This is an optimization exercise on Yosys and OpenROAD, whose aim is small area, not a production implementation.
The RTL was checked by simulation tests, not by an equivalence proof against the original design.
Power is estimated from default activity; no workload was simulated.

==> garnet: inputs <==
==> flow/design.v <==
module riscy_core (
  input clk,
  input rst,
  output instr_req_o,
  output [31:0] instr_addr_o,
  input instr_rvalid_i,
  input [31:0] instr_rdata_i,
  output data_req_o,
  output data_we_o,
  output [3:0] data_be_o,
  output [31:0] data_addr_o,
  output [31:0] data_wdata_o,
  input data_rvalid_i,
  input [31:0] data_rdata_i,
  output rf_we_o,
  output [4:0] rf_waddr_o,
  output [31:0] rf_wdata_o
);
  localparam [2:0] C_NONE = 3'd0, C_U = 3'd1, C_R = 3'd2, C_I = 3'd3,
                   C_B = 3'd4, C_J = 3'd5, C_L = 3'd6, C_S = 3'd7;
  wire [31:0] iw = instr_rdata_i;
  wire [6:0] op = iw[6:0];
  wire [2:0] f3 = iw[14:12];
  wire f7_0 = iw[31:25] == 7'h00;
  wire f7_20 = iw[31:25] == 7'h20;
  wire is_nop = op == 7'b0000000 && iw[19:15] == 5'd0 && iw[11:7] == 5'd0;
  reg [2:0] cls;
  always @* begin
    cls = C_NONE;
    case (op)
      7'b0010011: if ((f3 != 3'b001 && f3 != 3'b101) || f7_0 || (f3 == 3'b101 && f7_20)) cls = C_I;
      7'b0110011: if (f7_0 || (f7_20 && (f3 == 3'b000 || f3 == 3'b101))) cls = C_R;
      7'b0110111, 7'b0010111: cls = C_U;
      7'b1101111: cls = C_J;
      7'b1100111: if (f3 == 3'b000) cls = C_J;
      7'b1100011: if (f3[2:1] != 2'b01) cls = C_B;
      7'b0000011: if (f3 != 3'b011 && f3[2:1] != 2'b11) cls = C_L;
      7'b0100011: if (f3[2:1] != 2'b11 && f3 != 3'b011 && !f3[2]) cls = C_S;
      default: if (is_nop) cls = C_I;
    endcase
  end
  wire [31:7] iw_m = is_nop ? {12'b0, iw[19:15], 3'b000, iw[11:7]} : iw[31:7];
  reg [2:0] f_cls;
  reg [31:7] f_ins;
  reg [31:0] f_pc;
  reg req_q;
  wire br;
  wire [31:0] sum;
  wire [31:0] pc = br ? sum : f_pc + 32'd1;
  assign instr_addr_o = pc;
  assign instr_req_o = req_q;
  always @(posedge clk) begin
    req_q <= !rst;
    if (rst) begin
      f_cls <= C_NONE;
      f_pc <= 32'hffffffff;
    end else if (instr_rvalid_i) begin
      f_cls <= cls;
      f_pc <= pc;
    end
    if (instr_rvalid_i)
      f_ins <= iw_m;
  end
  reg [1023:0] rf;
  wire we = rf_we_o;
  wire [4:0] wa = rf_waddr_o;
  wire [31:0] wd = rf_wdata_o;
  genvar gi;
  generate
    for (gi = 0; gi < 32; gi = gi + 1) begin : g_rf
      always @(posedge clk)
        if (we && wa == gi)
          rf[gi*32 +: 32] <= wd;
    end
  endgenerate
  wire [31:0] sel1 = 32'd1 << f_ins[19:15];
  wire [31:0] sel2 = 32'd1 << f_ins[24:20];
  reg [31:0] rd1, rd2;
  integer k;
  always @* begin
    rd1 = 32'd0;
    rd2 = 32'd0;
    for (k = 0; k < 32; k = k + 1) begin
      rd1 = rd1 | ({32{sel1[k]}} & rf[k*32 +: 32]);
      rd2 = rd2 | ({32{sel2[k]}} & rf[k*32 +: 32]);
    end
  end
  reg [2:0] d_cls;
  reg [31:7] d_ins;
  reg [31:0] d_pc;
  reg [31:0] d_rs1, d_rs2;
  always @(posedge clk) begin
    if (rst)
      d_cls <= C_NONE;
    else if (instr_rvalid_i)
      d_cls <= f_cls;
    if (instr_rvalid_i) begin
      d_ins <= f_ins;
      d_pc <= f_pc;
      d_rs1 <= rd1;
      d_rs2 <= rd2;
    end
  end
  wire c_r = d_cls == C_R;
  wire c_i = d_cls == C_I;
  wire c_s = d_cls == C_S;
  wire c_b = d_cls == C_B;
  wire c_j = d_cls == C_J;
  wire c_bj = d_cls[2:1] == 2'b10;
  wire c_mem = d_cls[2:1] == 2'b11;
  wire c_alu = d_cls[2:1] == 2'b01;
  wire c_wr = c_alu || d_cls == C_U || c_j;
  wire [2:0] e_f3 = d_ins[14:12];
  wire sub = d_ins[31:25] == 7'h20 && !c_bj;
  reg [31:0] src2;
  always @* begin
    if (c_r) src2 = d_rs2;
    else if (c_s) src2 = {20'b0, d_ins[31:25], d_ins[11:7]};
    else if (c_b) src2 = {20'b0, d_ins[7], d_ins[30:25], d_ins[11:8], d_ins[31]};
    else if (c_j) src2 = {12'b0, d_ins[31:12]};
    else src2 = {20'b0, d_ins[31:20]};
  end
  wire [31:0] src1 = c_bj ? d_pc : d_rs1;
  wire [32:0] add = {1'b0, src1} + {1'b0, src2 ^ {32{sub}}} + {32'b0, sub};
  assign sum = add[31:0];
  wire ltu = add[32] ^ sub;
  wire ovf = (!src1[31] && src2[31] && sum[31]) || (src1[31] && !src2[31] && !sum[31]);
  wire lt = sum[31] != ovf;
  wire sh_left = !e_f3[2];
  wire fill = sh_left ? 1'b0 : (sub ? src1[31] : 1'b1);
  wire big = c_r && |src2[31:5];
  reg [31:0] sh_in, sh_out_l;
  integer b;
  always @* begin
    for (b = 0; b < 32; b = b + 1)
      sh_in[b] = sh_left ? src1[31-b] : src1[b];
  end
  wire [63:0] sh_ext = {{32{fill}}, sh_in} >> src2[4:0];
  wire [31:0] sh_out = big ? {32{fill}} : sh_ext[31:0];
  always @* begin
    for (b = 0; b < 32; b = b + 1)
      sh_out_l[b] = sh_out[31-b];
  end
  reg [31:0] res;
  always @* begin
    case (e_f3)
      3'b000: res = sum;
      3'b001: res = sh_out_l;
      3'b010: res = {31'b0, lt};
      3'b011: res = {31'b0, ltu};
      3'b100: res = src1 ^ src2;
      3'b101: res = sh_out;
      3'b110: res = src1 | src2;
      default: res = src1 & src2;
    endcase
    if (!c_alu) res = 32'b0;
  end
  wire eq = d_rs1 == d_rs2;
  assign br = c_j || (c_b && (eq ^ e_f3[0]));
  assign data_req_o = c_mem;
  assign data_we_o = d_cls[0];
  assign data_addr_o = sum;
  assign data_wdata_o = d_rs2;
  reg [3:0] be;
  always @* begin
    be = 4'b0000;
    case (e_f3[1:0])
      2'b00: case (sum[1:0])
               2'd0: be = 4'b1000;
               2'd1: be = 4'b1001;
               2'd2: be = 4'b1010;
               default: be = 4'b1100;
             endcase
      2'b01: if (sum[1:0] == 2'd0) be = 4'b0010;
             else if (sum[1:0] == 2'd2) be = 4'b0011;
      2'b10: be = 4'b0001;
      default: be = 4'b0000;
    endcase
  end
  assign data_be_o = be;
  reg [31:0] w_res;
  reg w_we;
  reg [4:0] w_rd;
  reg [2:0] l_f3;
  reg [1:0] l_off;
  always @(posedge clk) begin
    w_res <= res;
    w_we <= c_wr;
    w_rd <= d_ins[11:7];
    l_f3 <= e_f3;
    l_off <= sum[1:0];
  end
  wire [31:0] dr = data_rdata_i;
  reg [31:0] ld;
  always @* begin
    ld = 32'b0;
    case (l_f3)
      3'b000: case (l_off)
                2'd0: ld = {{24{dr[7]}}, dr[7:0]};
                2'd1: ld = {{23{dr[15]}}, dr[15:7]};
                2'd2: ld = {{24{dr[23]}}, dr[23:16]};
                default: ld = {{24{dr[31]}}, dr[31:24]};
              endcase
      3'b001: if (l_off == 2'd0) ld = {{16{dr[15]}}, dr[15:0]};
              else if (l_off == 2'd2) ld = {{16{dr[31]}}, dr[31:16]};
      3'b010: ld = dr;
      3'b100: case (l_off)
                2'd0: ld = {24'b0, dr[7:0]};
                2'd1: ld = {23'b0, dr[15:7]};
                2'd2: ld = {24'b0, dr[23:16]};
                default: ld = {24'b0, dr[31:24]};
              endcase
      3'b101: if (l_off == 2'd0) ld = {16'b0, dr[15:0]};
              else if (l_off == 2'd2) ld = {16'b0, dr[31:16]};
      default: ld = 32'b0;
    endcase
  end
  assign rf_we_o = data_rvalid_i || w_we;
  assign rf_waddr_o = w_rd;
  assign rf_wdata_o = data_rvalid_i ? ld : w_res;
endmodule
==> flow/run.sh <==
#!/bin/bash
# synth_recipe.tcl (not shown) runs the flow's synth.tcl, then flattens the netlist and writes it again
# the make line also repeats each setting of config.mk as NAME=value (left out here)
make -C /OpenROAD-flow-scripts/flow DESIGN_CONFIG=/design/flow/config.mk WORK_HOME=/design/flow/orfs CLKGATE_MAP_FILE= SYNTH_SCRIPT=/design/flow/synth_recipe.tcl finish
==> flow/config.mk <==
export PLATFORM = sky130hd
export DESIGN_NAME = riscy_core
export DESIGN_NICKNAME = riscy_core
export VERILOG_FILES = /design/flow/design.v
export SDC_FILE = /design/flow/constraint.sdc
export NUM_CORES = 4
export LEC_CHECK = 0
export CAP_MARGIN = 20
export CORE_MARGIN = 2
export CORE_UTILIZATION = 40
export SLEW_MARGIN = 20
==> flow/constraint.sdc <==
create_clock -name core_clock -period 11.0 [get_ports {clk}]
set_input_delay 2.2000 -clock core_clock [delete_from_list [all_inputs] [get_ports {clk}]]
set_output_delay 2.2000 -clock core_clock [all_outputs]
set_load 0.01 [all_outputs]
==> inputs of onyx, as changes to garnet <==
--- a/flow/design.v
+++ b/flow/design.v
@@ -80,7 +80,7 @@
   always @* begin
-    rd1 = 32'd0;
-    rd2 = 32'd0;
+    rd1 = 32'hffffffff;
+    rd2 = 32'hffffffff;
     for (k = 0; k < 32; k = k + 1) begin
-      rd1 = rd1 | ({32{sel1[k]}} & rf[k*32 +: 32]);
-      rd2 = rd2 | ({32{sel2[k]}} & rf[k*32 +: 32]);
+      rd1 = rd1 & ({32{~sel1[k]}} | rf[k*32 +: 32]);
+      rd2 = rd2 & ({32{~sel2[k]}} | rf[k*32 +: 32]);
     end
CAP_MARGIN = 10   (was 20)
CTS_BUF_LIST = sky130_fd_sc_hd__clkbuf_8   (was default)
CTS_CLUSTER_DIAMETER = 50   (was default)
CTS_CLUSTER_SIZE = 15   (was default)
SLEW_MARGIN = 10   (was 20)
==> inputs of yarrow, as changes to garnet <==
--- a/flow/design.v
+++ b/flow/design.v
@@ -80,7 +80,7 @@
   always @* begin
-    rd1 = 32'd0;
-    rd2 = 32'd0;
+    rd1 = 32'hffffffff;
+    rd2 = 32'hffffffff;
     for (k = 0; k < 32; k = k + 1) begin
-      rd1 = rd1 | ({32{sel1[k]}} & rf[k*32 +: 32]);
-      rd2 = rd2 | ({32{sel2[k]}} & rf[k*32 +: 32]);
+      rd1 = rd1 & ({32{~sel1[k]}} | rf[k*32 +: 32]);
+      rd2 = rd2 & ({32{~sel2[k]}} | rf[k*32 +: 32]);
     end
==> flow/flow/run.sh (new file) <==
#!/bin/bash
set -e
cd "$(dirname "$0")/.."
export BUFFER_PORTS_ARGS="-buffer_cell sky130_fd_sc_hd__buf_1"
echo "export BUFFER_PORTS_ARGS = -buffer_cell sky130_fd_sc_hd__buf_1" >> config.mk
bash standard.sh > standard.log 2>&1
==> flow/standard.sh (new file) <==
#!/bin/bash
# synth_recipe.tcl (not shown) runs the flow's synth.tcl, then flattens the netlist and writes it again
# the make line also repeats each setting of config.mk as NAME=value (left out here)
make -C /OpenROAD-flow-scripts/flow DESIGN_CONFIG=/design/flow/config.mk WORK_HOME=/design/flow/orfs CLKGATE_MAP_FILE= SYNTH_SCRIPT=/design/flow/synth_recipe.tcl "${@:-finish}"
BUFFER_PORTS_ARGS = -buffer_cell sky130_fd_sc_hd__buf_1   (was default)
CAP_MARGIN = 10   (was 20)
CTS_BUF_LIST = sky130_fd_sc_hd__clkbuf_8   (was default)
CTS_CLUSTER_DIAMETER = 50   (was default)
CTS_CLUSTER_SIZE = 15   (was default)
SLEW_MARGIN = 10   (was 20)
removed: flow/run.sh
==> qor summary <==
|  | yarrow | onyx | garnet |
|---|---|---|---|
| Share of post-route cells with drive strength above 1 | 11.4% | 11.6% | 12.4% |
| Compound-gate portion of the synthesized area | 18.0% | 18.0% | 19.7% |
| Maximum clock frequency | 0.106 GHz | 0.104 GHz | 0.105 GHz |
| Fill cell instance count of the final layout | 13197 | 13066 | 12910 |
| Count of non-CTS buffers in the layout | 348 | 360 | 406 |
| Worst reg-to-reg setup slack | 4.37 ns | 4.36 ns | 3.83 ns |
| Critical R2R Capture | w_res[30]$_SDFF_PP0_ | w_res[0]$_SDFF_PP0_ | w_res[26]$_SDFF_PP0_ |
| Start of the worst register-to-register path | d_cls[1]$_SDFFE_PP0P_ | d_cls[1]$_SDFFE_PP0P_ | d_cls[2]$_SDFFE_PP0P_ |
| First-pass GRT wire length | 404 mm | 406 mm | 413 mm |
| Final instance count without filler cells | 6830 | 6837 | 6893 |
| Post-Synthesis Mean Instance Area | 12.6 um^2 | 12.6 um^2 | 12.9 um^2 |
| Worst hold endpoint | d_ins[7]$_DFFE_PP_ | w_rd[4]$_DFF_P_ | d_ins[11]$_DFFE_PP_ |
| DPL Wire Length | 171 mm | 172 mm | 181 mm |
| Starting DRC count in detailed routing | 11742 | 11683 | 12189 |
| Syn Nets | 4810 | 4810 | 4787 |
| Placed inst area | 0.0620 mm^2 | 0.0634 mm^2 | 0.0650 mm^2 |
| Synth top area share | 60.3% | 60.3% | 59.1% |
| Die area | 0.149 mm^2 | 0.149 mm^2 | 0.152 mm^2 |
| #MultiIn Comb | 2934 | 2934 | 2914 |
| Status | complete, no violations | complete, no violations | complete, no violations |
| Combinational Power | 0.00196 W | 0.00213 W | 0.00211 W |
| Average wire per cell in the routed design | 45.0 um | 45.1 um | 45.4 um |
| Maximum number of pins on one net before global-route repair | 59 | 93 | 74 |
| Floorplan Core Area | 0.145 mm^2 | 0.145 mm^2 | 0.148 mm^2 |

static timing again, ports no longer ideal:
The results above use ideal ports. As a check the final layouts listed here were re-extracted and re-timed, cells and wires unchanged.
Step 1 sets driving cells, clkbuf_16 on the clock port and buf_2 on the other inputs (assumed; they add their load-dependent delay and slew).
Step 2 moves the port delays by t, midway between the first and last clock arrival at a register: inputs arrive t later, outputs are due t later. That takes back most of the time a late clock gives input paths.
Slacks: no drivers / after step 1 / after step 2; pairs: no drivers / after step 1.
run	t, ns	setup slack, ns	hold WS [ns]	latest minus earliest clock arrival (ns)	worst slew at a driven data input, ns
garnet	0.874	1.432 / 1.350 / 2.224	0.419 / 0.419 / 0.419	0.043 / 0.042	0.09
onyx	0.986	1.359 / 1.283 / 2.269	0.422 / 0.422 / 0.422	0.097 / 0.097	0.09
yarrow	0.996	1.537 / 1.463 / 2.459	0.418 / 0.418 / 0.418	0.080 / 0.080	0.06
After both steps setup and hold are still met in every run listed.
